From an optimization exercise on the open Yosys and OpenROAD flow, aimed at small area, a short achievable clock period and few clock cycles; shortcuts taken in it are not production practice. RTL that was checked went through simulation tests only; none was proved equivalent to the original. No activity file was given, so power comes from the tool's default toggle rates.

==> inputs of run a <==
==> flow/design.v <==
`timescale 1ns / 1ps
module matriscarpici #(parameter M=8)(
    input clk,
    input rst,
    input [M-1:0] matris_veri,
    input matris_gecerli,
    output reg [2*M+1:0] carpim_veri,
    output reg carpim_gecerli
    );
    localparam [17:0] BASLA = 18'd88064;    
    reg [7:0]   a_zincir [7:0];    
    reg [4:0]   sayac;             
    reg [3:0]   b_one, b_two, b_neg;    
    reg         b_b7;
    reg         p_v, p_k0, p_k3, p_j1;      
    reg         c_k3;                       
    reg         q_c, q_p, q_t, q_h0, q_h1, q_r1a, q_r0a;    
    reg [17:0]  s0a, s0b, s1a, s1b;        
    reg [17:0]  r0a, r1a, r1b;
    wire al   = matris_gecerli && !sayac[4];
    wire al_b = al && sayac[3];
    wire [9:0] bb = {1'b0, matris_veri, 1'b0};
    wire [3:0] e_one, e_two, e_neg;
    genvar g;
    generate for (g = 0; g < 4; g = g + 1) begin : enc
        assign e_one[g] = bb[2*g+1] ^ bb[2*g];
        assign e_two[g] = (bb[2*g+2] & ~bb[2*g+1] & ~bb[2*g]) | (~bb[2*g+2] & bb[2*g+1] & bb[2*g]);
        assign e_neg[g] = bb[2*g+2];
    end endgenerate
    wire [3:0] nn = {4{p_v}} & ~b_neg;
    wire [17:0] t0a, t0b, t1a, t1b;
    matriscarpici_pp u0 (.a(a_zincir[0]), .one(b_one), .two(b_two), .neg(b_neg), .nn(nn),
                         .b7(b_b7), .ra(t0a), .rb(t0b));
    matriscarpici_pp u1 (.a(a_zincir[4]), .one(b_one), .two(b_two), .neg(b_neg), .nn(nn),
                         .b7(b_b7), .ra(t1a), .rb(t1b));
    wire [17:0] acc0 = ({18{q_c}} & BASLA) | ({18{q_p}} & r0a) | ({18{q_t}} & r1a) | ({18{q_h0}} & carpim_veri);
    wire [17:0] acc1 = ({18{q_c}} & BASLA) | ({18{q_p}} & r1a) | ({18{q_h1}} & r1b);
    wire [17:0] mac0, mac1;
    matriscarpici_add3 w0 (.x(acc0), .y(s0a), .z(s0b), .s(mac0));
    matriscarpici_add3 w1 (.x(acc1), .y(s1a), .z(s1b), .s(mac1));
    wire kaydir = (al && !sayac[3]) || (p_v && p_j1);
    integer i;
    always @(posedge clk) begin
        if (kaydir) begin
            for (i = 0; i < 7; i = i + 1) a_zincir[i] <= a_zincir[i+1];
            a_zincir[7] <= matris_veri;
        end
        s0a <= t0a; s0b <= t0b; s1a <= t1a; s1b <= t1b;
        carpim_veri <= mac0;
        r1b <= mac1;
        if (q_r0a) r0a <= carpim_veri;
        if (q_r1a) r1a <= r1b;
        if (rst) begin
            sayac <= 5'd0;
            b_one <= 4'd0; b_two <= 4'd0; b_neg <= 4'd0; b_b7 <= 1'b0;
            p_v <= 1'b0; p_k0 <= 1'b0; p_k3 <= 1'b0; p_j1 <= 1'b0;
            c_k3 <= 1'b0;
            q_c <= 1'b0; q_p <= 1'b0; q_t <= 1'b0; q_h0 <= 1'b0; q_h1 <= 1'b0;
            q_r1a <= 1'b0; q_r0a <= 1'b0;
            carpim_gecerli <= 1'b0;
        end else begin
            b_one <= al_b ? e_one : 4'd0;
            b_two <= al_b ? e_two : 4'd0;
            b_neg <= al_b ? e_neg : 4'd0;
            b_b7  <= al_b & matris_veri[7];
            p_v  <= al_b;
            p_k0 <= al_b && (sayac[2:1] == 2'd0);
            p_k3 <= al_b && (sayac[2:1] == 2'd3);
            p_j1 <= al_b && sayac[0];
            c_k3 <= p_v && p_k3;
            q_c  <= p_v && p_k0;
            q_p  <= p_v && !p_k0;
            q_t  <= (sayac == 5'd17) || (sayac == 5'd18);
            q_h0 <= !p_v && !((sayac == 5'd17) || (sayac == 5'd18));
            q_h1 <= !p_v;
            q_r0a <= p_v;
            q_r1a <= p_v || (sayac == 5'd17);
            carpim_gecerli <= c_k3 || q_t;
            if (sayac == 5'd19)
                sayac <= 5'd0;
            else if (sayac[4] || al)
                sayac <= sayac + 5'd1;
        end
    end
endmodule
module matriscarpici_pp (
    input  [7:0] a,
    input  [3:0] one, two, neg, nn,
    input        b7,
    output [17:0] ra,
    output [17:0] rb
);
    wire x0_0 = ((one[0] & a[0])) ^ neg[0];
    wire x0_1 = ((one[0] & a[1]) | (two[0] & a[0])) ^ neg[0];
    wire x0_2 = ((one[0] & a[2]) | (two[0] & a[1])) ^ neg[0];
    wire x0_3 = ((one[0] & a[3]) | (two[0] & a[2])) ^ neg[0];
    wire x0_4 = ((one[0] & a[4]) | (two[0] & a[3])) ^ neg[0];
    wire x0_5 = ((one[0] & a[5]) | (two[0] & a[4])) ^ neg[0];
    wire x0_6 = ((one[0] & a[6]) | (two[0] & a[5])) ^ neg[0];
    wire x0_7 = ((one[0] & a[7]) | (two[0] & a[6])) ^ neg[0];
    wire x0_8 = ((two[0] & a[7])) ^ neg[0];
    wire x1_0 = ((one[1] & a[0])) ^ neg[1];
    wire x1_1 = ((one[1] & a[1]) | (two[1] & a[0])) ^ neg[1];
    wire x1_2 = ((one[1] & a[2]) | (two[1] & a[1])) ^ neg[1];
    wire x1_3 = ((one[1] & a[3]) | (two[1] & a[2])) ^ neg[1];
    wire x1_4 = ((one[1] & a[4]) | (two[1] & a[3])) ^ neg[1];
    wire x1_5 = ((one[1] & a[5]) | (two[1] & a[4])) ^ neg[1];
    wire x1_6 = ((one[1] & a[6]) | (two[1] & a[5])) ^ neg[1];
    wire x1_7 = ((one[1] & a[7]) | (two[1] & a[6])) ^ neg[1];
    wire x1_8 = ((two[1] & a[7])) ^ neg[1];
    wire x2_0 = ((one[2] & a[0])) ^ neg[2];
    wire x2_1 = ((one[2] & a[1]) | (two[2] & a[0])) ^ neg[2];
    wire x2_2 = ((one[2] & a[2]) | (two[2] & a[1])) ^ neg[2];
    wire x2_3 = ((one[2] & a[3]) | (two[2] & a[2])) ^ neg[2];
    wire x2_4 = ((one[2] & a[4]) | (two[2] & a[3])) ^ neg[2];
    wire x2_5 = ((one[2] & a[5]) | (two[2] & a[4])) ^ neg[2];
    wire x2_6 = ((one[2] & a[6]) | (two[2] & a[5])) ^ neg[2];
    wire x2_7 = ((one[2] & a[7]) | (two[2] & a[6])) ^ neg[2];
    wire x2_8 = ((two[2] & a[7])) ^ neg[2];
    wire x3_0 = ((one[3] & a[0])) ^ neg[3];
    wire x3_1 = ((one[3] & a[1]) | (two[3] & a[0])) ^ neg[3];
    wire x3_2 = ((one[3] & a[2]) | (two[3] & a[1])) ^ neg[3];
    wire x3_3 = ((one[3] & a[3]) | (two[3] & a[2])) ^ neg[3];
    wire x3_4 = ((one[3] & a[4]) | (two[3] & a[3])) ^ neg[3];
    wire x3_5 = ((one[3] & a[5]) | (two[3] & a[4])) ^ neg[3];
    wire x3_6 = ((one[3] & a[6]) | (two[3] & a[5])) ^ neg[3];
    wire x3_7 = ((one[3] & a[7]) | (two[3] & a[6])) ^ neg[3];
    wire x3_8 = ((two[3] & a[7])) ^ neg[3];
    wire y_0 = b7 & a[0];
    wire y_1 = b7 & a[1];
    wire y_2 = b7 & a[2];
    wire y_3 = b7 & a[3];
    wire y_4 = b7 & a[4];
    wire y_5 = b7 & a[5];
    wire y_6 = b7 & a[6];
    wire y_7 = b7 & a[7];
    wire t1 = neg[3] ^ x0_6;
    wire t2 = neg[3] & x0_6;
    wire t3 = x0_7 ^ x1_5;
    wire t4 = x0_7 & x1_5;
    wire t5 = y_0 ^ x0_8 ^ x1_6;
    wire t6 = (y_0 & x0_8) | (y_0 & x1_6) | (x0_8 & x1_6);
    wire t7 = nn[0] ^ y_1 ^ x1_7;
    wire t8 = (nn[0] & y_1) | (nn[0] & x1_7) | (y_1 & x1_7);
    wire t9 = y_2 ^ x1_8;
    wire t10 = y_2 & x1_8;
    wire t11 = nn[1] ^ y_3;
    wire t12 = nn[1] & y_3;
    wire t13 = neg[2] ^ x0_4;
    wire t14 = neg[2] & x0_4;
    wire t15 = x0_5 ^ x1_3;
    wire t16 = x0_5 & x1_3;
    wire t17 = x1_4 ^ x2_2 ^ x3_0;
    wire t18 = (x1_4 & x2_2) | (x1_4 & x3_0) | (x2_2 & x3_0);
    wire t19 = x2_3 ^ x3_1 ^ t2;
    wire t20 = (x2_3 & x3_1) | (x2_3 & t2) | (x3_1 & t2);
    wire t21 = x2_4 ^ x3_2 ^ t4;
    wire t22 = (x2_4 & x3_2) | (x2_4 & t4) | (x3_2 & t4);
    wire t23 = x2_5 ^ x3_3 ^ t6;
    wire t24 = (x2_5 & x3_3) | (x2_5 & t6) | (x3_3 & t6);
    wire t25 = x2_6 ^ x3_4 ^ t9;
    wire t26 = (x2_6 & x3_4) | (x2_6 & t9) | (x3_4 & t9);
    wire t27 = x2_7 ^ x3_5 ^ t11;
    wire t28 = (x2_7 & x3_5) | (x2_7 & t11) | (x3_5 & t11);
    wire t29 = y_4 ^ t12 ^ x2_8;
    wire t30 = (y_4 & t12) | (y_4 & x2_8) | (t12 & x2_8);
    wire t31 = nn[2] ^ y_5;
    wire t32 = nn[2] & y_5;
    wire t33 = neg[1] ^ x0_2;
    wire t34 = neg[1] & x0_2;
    wire t35 = x0_3 ^ x1_1;
    wire t36 = x0_3 & x1_1;
    wire t37 = x1_2 ^ x2_0 ^ t13;
    wire t38 = (x1_2 & x2_0) | (x1_2 & t13) | (x2_0 & t13);
    wire t39 = x2_1 ^ t14 ^ t15;
    wire t40 = (x2_1 & t14) | (x2_1 & t15) | (t14 & t15);
    wire t41 = t16 ^ t1 ^ t17;
    wire t42 = (t16 & t1) | (t16 & t17) | (t1 & t17);
    wire t43 = t3 ^ t18 ^ t19;
    wire t44 = (t3 & t18) | (t3 & t19) | (t18 & t19);
    wire t45 = t5 ^ t20 ^ t21;
    wire t46 = (t5 & t20) | (t5 & t21) | (t20 & t21);
    wire t47 = t7 ^ t22 ^ t23;
    wire t48 = (t7 & t22) | (t7 & t23) | (t22 & t23);
    wire t49 = t8 ^ t25 ^ t24;
    wire t50 = (t8 & t25) | (t8 & t24) | (t25 & t24);
    wire t51 = t10 ^ t27 ^ t26;
    wire t52 = (t10 & t27) | (t10 & t26) | (t27 & t26);
    wire t53 = x3_6 ^ t28 ^ t29;
    wire t54 = (x3_6 & t28) | (x3_6 & t29) | (t28 & t29);
    wire t55 = x3_7 ^ t31 ^ t30;
    wire t56 = (x3_7 & t31) | (x3_7 & t30) | (t31 & t30);
    wire t57 = y_6 ^ t32 ^ x3_8;
    wire t58 = (y_6 & t32) | (y_6 & x3_8) | (t32 & x3_8);
    wire t59 = nn[3] ^ y_7;
    wire t60 = nn[3] & y_7;
    assign ra = {1'b0, t60, t58, t56, t54, t52, t50, t48, t46, t44, t42, t40, t38, t36, t34, t33, x0_1, neg[0]};
    assign rb = {1'b0, 1'b0, t59, t57, t55, t53, t51, t49, t47, t45, t43, t41, t39, t37, t35, x1_0, 1'b0, x0_0};
endmodule
module matriscarpici_add3 (
    input  [17:0] x, y, z,
    output [17:0] s
);
    wire [17:0] u = x ^ y ^ z;
    wire [17:0] v = (x & y) | (x & z) | (y & z);
    assign s = u + {v[16:0], 1'b0};
endmodule
==> flow/run.sh <==
#!/bin/bash
# synth_recipe.tcl (not shown) runs the flow's synth.tcl, then flattens the netlist and writes it again
# the make line also repeats each setting of config.mk as NAME=value (left out here)
make -C /OpenROAD-flow-scripts/flow DESIGN_CONFIG=/design/flow/config.mk WORK_HOME=/design/flow/orfs CLKGATE_MAP_FILE= SYNTH_SCRIPT=/design/flow/synth_recipe.tcl finish
==> flow/config.mk <==
export PLATFORM = sky130hd
export DESIGN_NAME = matriscarpici
export DESIGN_NICKNAME = matriscarpici
export VERILOG_FILES = /design/flow/design.v
export SDC_FILE = /design/flow/constraint.sdc
export NUM_CORES = 4
export LEC_CHECK = 0
export ABC_CLOCK_PERIOD_IN_PS = 2000
export CAP_MARGIN = 20
export CORE_MARGIN = 2
export CORE_UTILIZATION = 40
export PLACE_DENSITY = 0.6
export SETUP_SLACK_MARGIN = 5
export SLEW_MARGIN = 20
==> flow/constraint.sdc <==
create_clock -name core_clock -period 9.0 [get_ports {clk}]
set_input_delay 1.8000 -clock core_clock [delete_from_list [all_inputs] [get_ports {clk}]]
set_output_delay 1.8000 -clock core_clock [all_outputs]
set_load 0.01 [all_outputs]
==> run b: changes against run a <==
==> flow/design.v, changed modules only <==
module matriscarpici #(parameter M=8)(
    input clk,
    input rst,
    input [M-1:0] matris_veri,
    input matris_gecerli,
    output reg [2*M+1:0] carpim_veri,
    output reg carpim_gecerli
    );
    localparam [17:0] BASLA = 18'd88064;    
    reg [7:0]   a_zincir [7:0];    
    reg [4:0]   sayac;             
    reg [3:0]   b_one, b_two, b_neg;    
    reg         p_a, p_v, p_k0, p_k3, p_j1;      
    reg         c_v, c_ilk, c_k3, c_son;          
    reg         t1, t2, yukle;
    reg [17:0]  s0a, s0b, s1a, s1b;        
    reg [17:0]  r0a, r1a, r1b;
    wire al   = matris_gecerli && !sayac[4];
    wire [9:0] bb = {1'b0, matris_veri, 1'b0};
    wire [3:0] e_one, e_two, e_neg;
    genvar g;
    generate for (g = 0; g < 4; g = g + 1) begin : enc
        assign e_one[g] = bb[2*g+1] ^ bb[2*g];
        assign e_two[g] = (bb[2*g+2] & ~bb[2*g+1] & ~bb[2*g]) | (~bb[2*g+2] & bb[2*g+1] & bb[2*g]);
        assign e_neg[g] = bb[2*g+2];
    end endgenerate
    wire [7:0] geri;
    assign geri[0] = b_one[0];
    assign geri[1] = b_neg[0];
    assign geri[2] = b_one[1] ^ b_neg[0];
    assign geri[3] = b_neg[1];
    assign geri[4] = b_one[2] ^ b_neg[1];
    assign geri[5] = b_neg[2];
    assign geri[6] = b_one[3] ^ b_neg[2];
    assign geri[7] = b_neg[3];
    wire [3:0] nn = {4{p_v}} & ~b_neg;
    wire       b7 = p_v & b_neg[3];
    wire [17:0] t0a, t0b, t1a, t1b;
    matriscarpici_pp u0 (.a(a_zincir[0]), .one(b_one), .two(b_two), .neg(b_neg), .nn(nn),
                         .b7(b7), .ra(t0a), .rb(t0b));
    matriscarpici_pp u1 (.a(a_zincir[4]), .one(b_one), .two(b_two), .neg(b_neg), .nn(nn),
                         .b7(b7), .ra(t1a), .rb(t1b));
    wire [17:0] mac0, mac1;
    matriscarpici_add3 w0 (.x(r0a), .y(s0a), .z(s0b), .s(mac0));
    matriscarpici_add3 w1 (.x(r1a), .y(s1a), .z(s1b), .s(mac1));
    wire kaydir = p_a || (p_v && p_j1);
    integer i;
    always @(posedge clk) begin
        if (kaydir) begin
            for (i = 0; i < 7; i = i + 1) a_zincir[i] <= a_zincir[i+1];
            a_zincir[7] <= geri;
        end
        s0a <= t0a; s0b <= t0b; s1a <= t1a; s1b <= t1b;
        if (c_v || t1 || t2) carpim_veri <= mac0;
        if (c_v) r1b <= mac1;
        if (c_son || t1)
            r0a <= r1b;
        else if (c_v && !c_ilk)
            r0a <= carpim_veri;
        else if (c_v || yukle)
            r0a <= BASLA;
        if (c_v && !c_ilk)
            r1a <= r1b;
        else if (c_v || yukle)
            r1a <= BASLA;
        b_one <= al ? e_one : 4'd0;
        b_two <= al ? e_two : 4'd0;
        b_neg <= al ? e_neg : 4'd0;
        if (rst) begin
            sayac <= 5'd0;
            p_a <= 1'b0; p_v <= 1'b0; p_k0 <= 1'b0; p_k3 <= 1'b0; p_j1 <= 1'b0;
            c_v <= 1'b0; c_ilk <= 1'b0; c_k3 <= 1'b0; c_son <= 1'b0;
            t1 <= 1'b0; t2 <= 1'b0; yukle <= 1'b0;
            carpim_gecerli <= 1'b0;
        end else begin
            p_a  <= al && !sayac[3];
            p_v  <= al && sayac[3];
            p_k0 <= sayac[2:1] == 2'd0;
            p_k3 <= sayac[2:1] == 2'd3;
            p_j1 <= sayac[0];
            c_v   <= p_v;
            c_ilk <= p_v && p_k0 && !p_j1;
            c_k3  <= p_v && p_k3;
            c_son <= p_v && p_k3 && p_j1;
            t1 <= (sayac == 5'd17);
            t2 <= (sayac == 5'd18);
            yukle <= (sayac[4:3] == 2'd0);
            carpim_gecerli <= c_k3 || t1 || t2;
            if (sayac == 5'd19)
                sayac <= 5'd0;
            else if (sayac[4] || al)
                sayac <= sayac + 5'd1;
        end
    end
endmodule
==> flow/flow/run.sh (new file) <==
#!/bin/bash
set -euo pipefail
bash standard.sh SETUP_SLACK_MARGIN=6.0 "BUFFER_PORTS_ARGS=-buffer_cell sky130_fd_sc_hd__buf_2" finish > standard.log 2>&1
==> flow/standard.sh (new file) <==
#!/bin/bash
# synth_recipe.tcl (not shown) runs the flow's synth.tcl, then flattens the netlist and writes it again
# the make line also repeats each setting of config.mk as NAME=value (left out here)
make -C /OpenROAD-flow-scripts/flow DESIGN_CONFIG=/design/flow/config.mk WORK_HOME=/design/flow/orfs CLKGATE_MAP_FILE= SYNTH_SCRIPT=/design/flow/synth_recipe.tcl "${@:-finish}"
Settings changed: ABC_CLOCK_PERIOD_IN_PS 2000 to not set, CTS_CLUSTER_DIAMETER set to 150, CTS_CLUSTER_SIZE set to 26, SETUP_SLACK_MARGIN 5 to not set.
removed: flow/run.sh
==> run c: changes against run a <==
==> flow/design.v, changed modules only <==
module matriscarpici #(parameter M=8)(
    input clk,
    input rst,
    input [M-1:0] matris_veri,
    input matris_gecerli,
    output reg [2*M+1:0] carpim_veri,
    output reg carpim_gecerli
    );
    localparam [17:0] BASLA = 18'd88064;    
    reg [7:0]   a_zincir [7:0];    
    reg [4:0]   sayac;             
    reg [3:0]   b_one, b_two, b_neg;    
    reg         p_a, p_v, p_k0, p_k3, p_j1;      
    reg         c_v, c_ilk, c_k3, c_son;          
    reg         t1, t2, yukle;
    reg [17:0]  s0a, s0b, s1a, s1b;        
    reg [17:0]  r0a, r1a, r1b;
    wire al   = matris_gecerli && !sayac[4];
    wire [9:0] bb = {1'b0, matris_veri, 1'b0};
    wire [3:0] e_one, e_two, e_neg;
    genvar g;
    generate for (g = 0; g < 4; g = g + 1) begin : enc
        assign e_one[g] = bb[2*g+1] ^ bb[2*g];
        assign e_two[g] = (bb[2*g+2] & ~bb[2*g+1] & ~bb[2*g]) | (~bb[2*g+2] & bb[2*g+1] & bb[2*g]);
        assign e_neg[g] = bb[2*g+2];
    end endgenerate
    wire [7:0] geri;
    assign geri[0] = b_one[0];
    assign geri[1] = b_neg[0];
    assign geri[2] = b_one[1] ^ b_neg[0];
    assign geri[3] = b_neg[1];
    assign geri[4] = b_one[2] ^ b_neg[1];
    assign geri[5] = b_neg[2];
    assign geri[6] = b_one[3] ^ b_neg[2];
    assign geri[7] = b_neg[3];
    wire [3:0] nn = {4{p_v}} & ~b_neg;
    wire       b7 = p_v & b_neg[3];
    wire [17:0] t0a, t0b, t1a, t1b;
    matriscarpici_pp u0 (.a(a_zincir[0]), .one(b_one), .two(b_two), .neg(b_neg), .nn(nn),
                         .b7(b7), .ra(t0a), .rb(t0b));
    matriscarpici_pp u1 (.a(a_zincir[4]), .one(b_one), .two(b_two), .neg(b_neg), .nn(nn),
                         .b7(b7), .ra(t1a), .rb(t1b));
    wire [17:0] mac0, mac1;
    matriscarpici_add3 w0 (.x(r0a), .y(s0a), .z(s0b), .s(mac0));
    matriscarpici_add3 w1 (.x(r1a), .y(s1a), .z(s1b), .s(mac1));
    wire kaydir = p_a || (p_v && p_j1);
    integer i;
    always @(posedge clk) begin
        if (kaydir) begin
            for (i = 0; i < 7; i = i + 1) a_zincir[i] <= a_zincir[i+1];
            a_zincir[7] <= geri;
        end
        s0a <= t0a; s0b <= t0b; s1a <= t1a; s1b <= t1b;
        if (c_v || t1 || t2) carpim_veri <= mac0;
        if (c_v) r1b <= mac1;
        if (c_son || t1)
            r0a <= r1b;
        else if (c_v && !c_ilk)
            r0a <= carpim_veri;
        else if (c_v || yukle)
            r0a <= BASLA;
        if (c_v && !c_ilk)
            r1a <= r1b;
        else if (c_v || yukle)
            r1a <= BASLA;
        b_one <= al ? e_one : 4'd0;
        b_two <= al ? e_two : 4'd0;
        b_neg <= al ? e_neg : 4'd0;
        if (rst) begin
            sayac <= 5'd0;
            p_a <= 1'b0; p_v <= 1'b0; p_k0 <= 1'b0; p_k3 <= 1'b0; p_j1 <= 1'b0;
            c_v <= 1'b0; c_ilk <= 1'b0; c_k3 <= 1'b0; c_son <= 1'b0;
            t1 <= 1'b0; t2 <= 1'b0; yukle <= 1'b0;
            carpim_gecerli <= 1'b0;
        end else begin
            p_a  <= al && !sayac[3];
            p_v  <= al && sayac[3];
            p_k0 <= sayac[2:1] == 2'd0;
            p_k3 <= sayac[2:1] == 2'd3;
            p_j1 <= sayac[0];
            c_v   <= p_v;
            c_ilk <= p_v && p_k0 && !p_j1;
            c_k3  <= p_v && p_k3;
            c_son <= p_v && p_k3 && p_j1;
            t1 <= (sayac == 5'd17);
            t2 <= (sayac == 5'd18);
            yukle <= (sayac[4:3] == 2'd0);
            carpim_gecerli <= c_k3 || t1 || t2;
            if (sayac == 5'd19)
                sayac <= 5'd0;
            else if (sayac[4] || al)
                sayac <= sayac + 5'd1;
        end
    end
endmodule
==> flow/flow/run.sh (new file) <==
#!/bin/bash
set -euo pipefail
bash standard.sh SETUP_SLACK_MARGIN=6.3 "BUFFER_PORTS_ARGS=-buffer_cell sky130_fd_sc_hd__buf_4" finish > standard.log 2>&1
==> flow/standard.sh (new file) <==
#!/bin/bash
# synth_recipe.tcl (not shown) runs the flow's synth.tcl, then flattens the netlist and writes it again
# the make line also repeats each setting of config.mk as NAME=value (left out here)
make -C /OpenROAD-flow-scripts/flow DESIGN_CONFIG=/design/flow/config.mk WORK_HOME=/design/flow/orfs CLKGATE_MAP_FILE= SYNTH_SCRIPT=/design/flow/synth_recipe.tcl "${@:-finish}"
Settings changed: ABC_CLOCK_PERIOD_IN_PS 2000 to not set, CORE_UTILIZATION 40 to 55, CTS_CLUSTER_DIAMETER set to 150, CTS_CLUSTER_SIZE set to 24, PLACE_DENSITY 0.6 to 0.7, SETUP_SLACK_MARGIN 5 to not set.
removed: flow/run.sh
==> notes <==
- Run b went through all stages and came out clean. Run a passed the timing, design-rule and antenna checks. Run c ran to the end with no violations.
- Clock skew: run c > run b > run a.
- Global-route usage, highest first: run c, run a, run b.
- The lowest cell count belongs to run c, the highest to run a.
- Clock power, lowest first: run b, run c, run a.
- Against run c, the register-to-register slack of run a is lower by 0.83 ns.
- Wire length, lowest first: run b, run c, run a.
Testbench counts of run b, summed over its fixed seeds: cycles 10,248.
Testbench counts of run c, summed over its fixed seeds: cycles 10,248.
No functional check of the RTL was part of run a.

static timing again, ports no longer ideal:
No port has a modelled driver above. Below, the same layouts with a new extraction and two added sets of constraints.
Step 1 sets driving cells, clkbuf_16 on the clock port and buf_2 on the other inputs (assumed; they add their load-dependent delay and slew).
Step 2 times the ports against the registers' clock, not the clock port: input delays grow and output delays shrink by t, the midpoint of the rising clock arrivals with the driver on.
a / b / c = no drivers / after step 1 / after step 2; a / b = the first two.
run	shift t [ns]	slack for setup (ns)	worst setup path at the end	clock arrival spread, ns
run a	0.558	5.477 / 5.477 / 5.232	input to register	0.009 / 0.009
run b	0.522	6.098 / 6.049 / 6.148	register to register	0.027 / 0.028
run c	0.508	6.068 / 6.024 / 6.305	input to register	0.029 / 0.028
After both steps every run listed still meets setup and hold. For run a, which loses most, drivers alone change the setup slack by 0.000 ns; drivers and shift together by -0.245 ns.
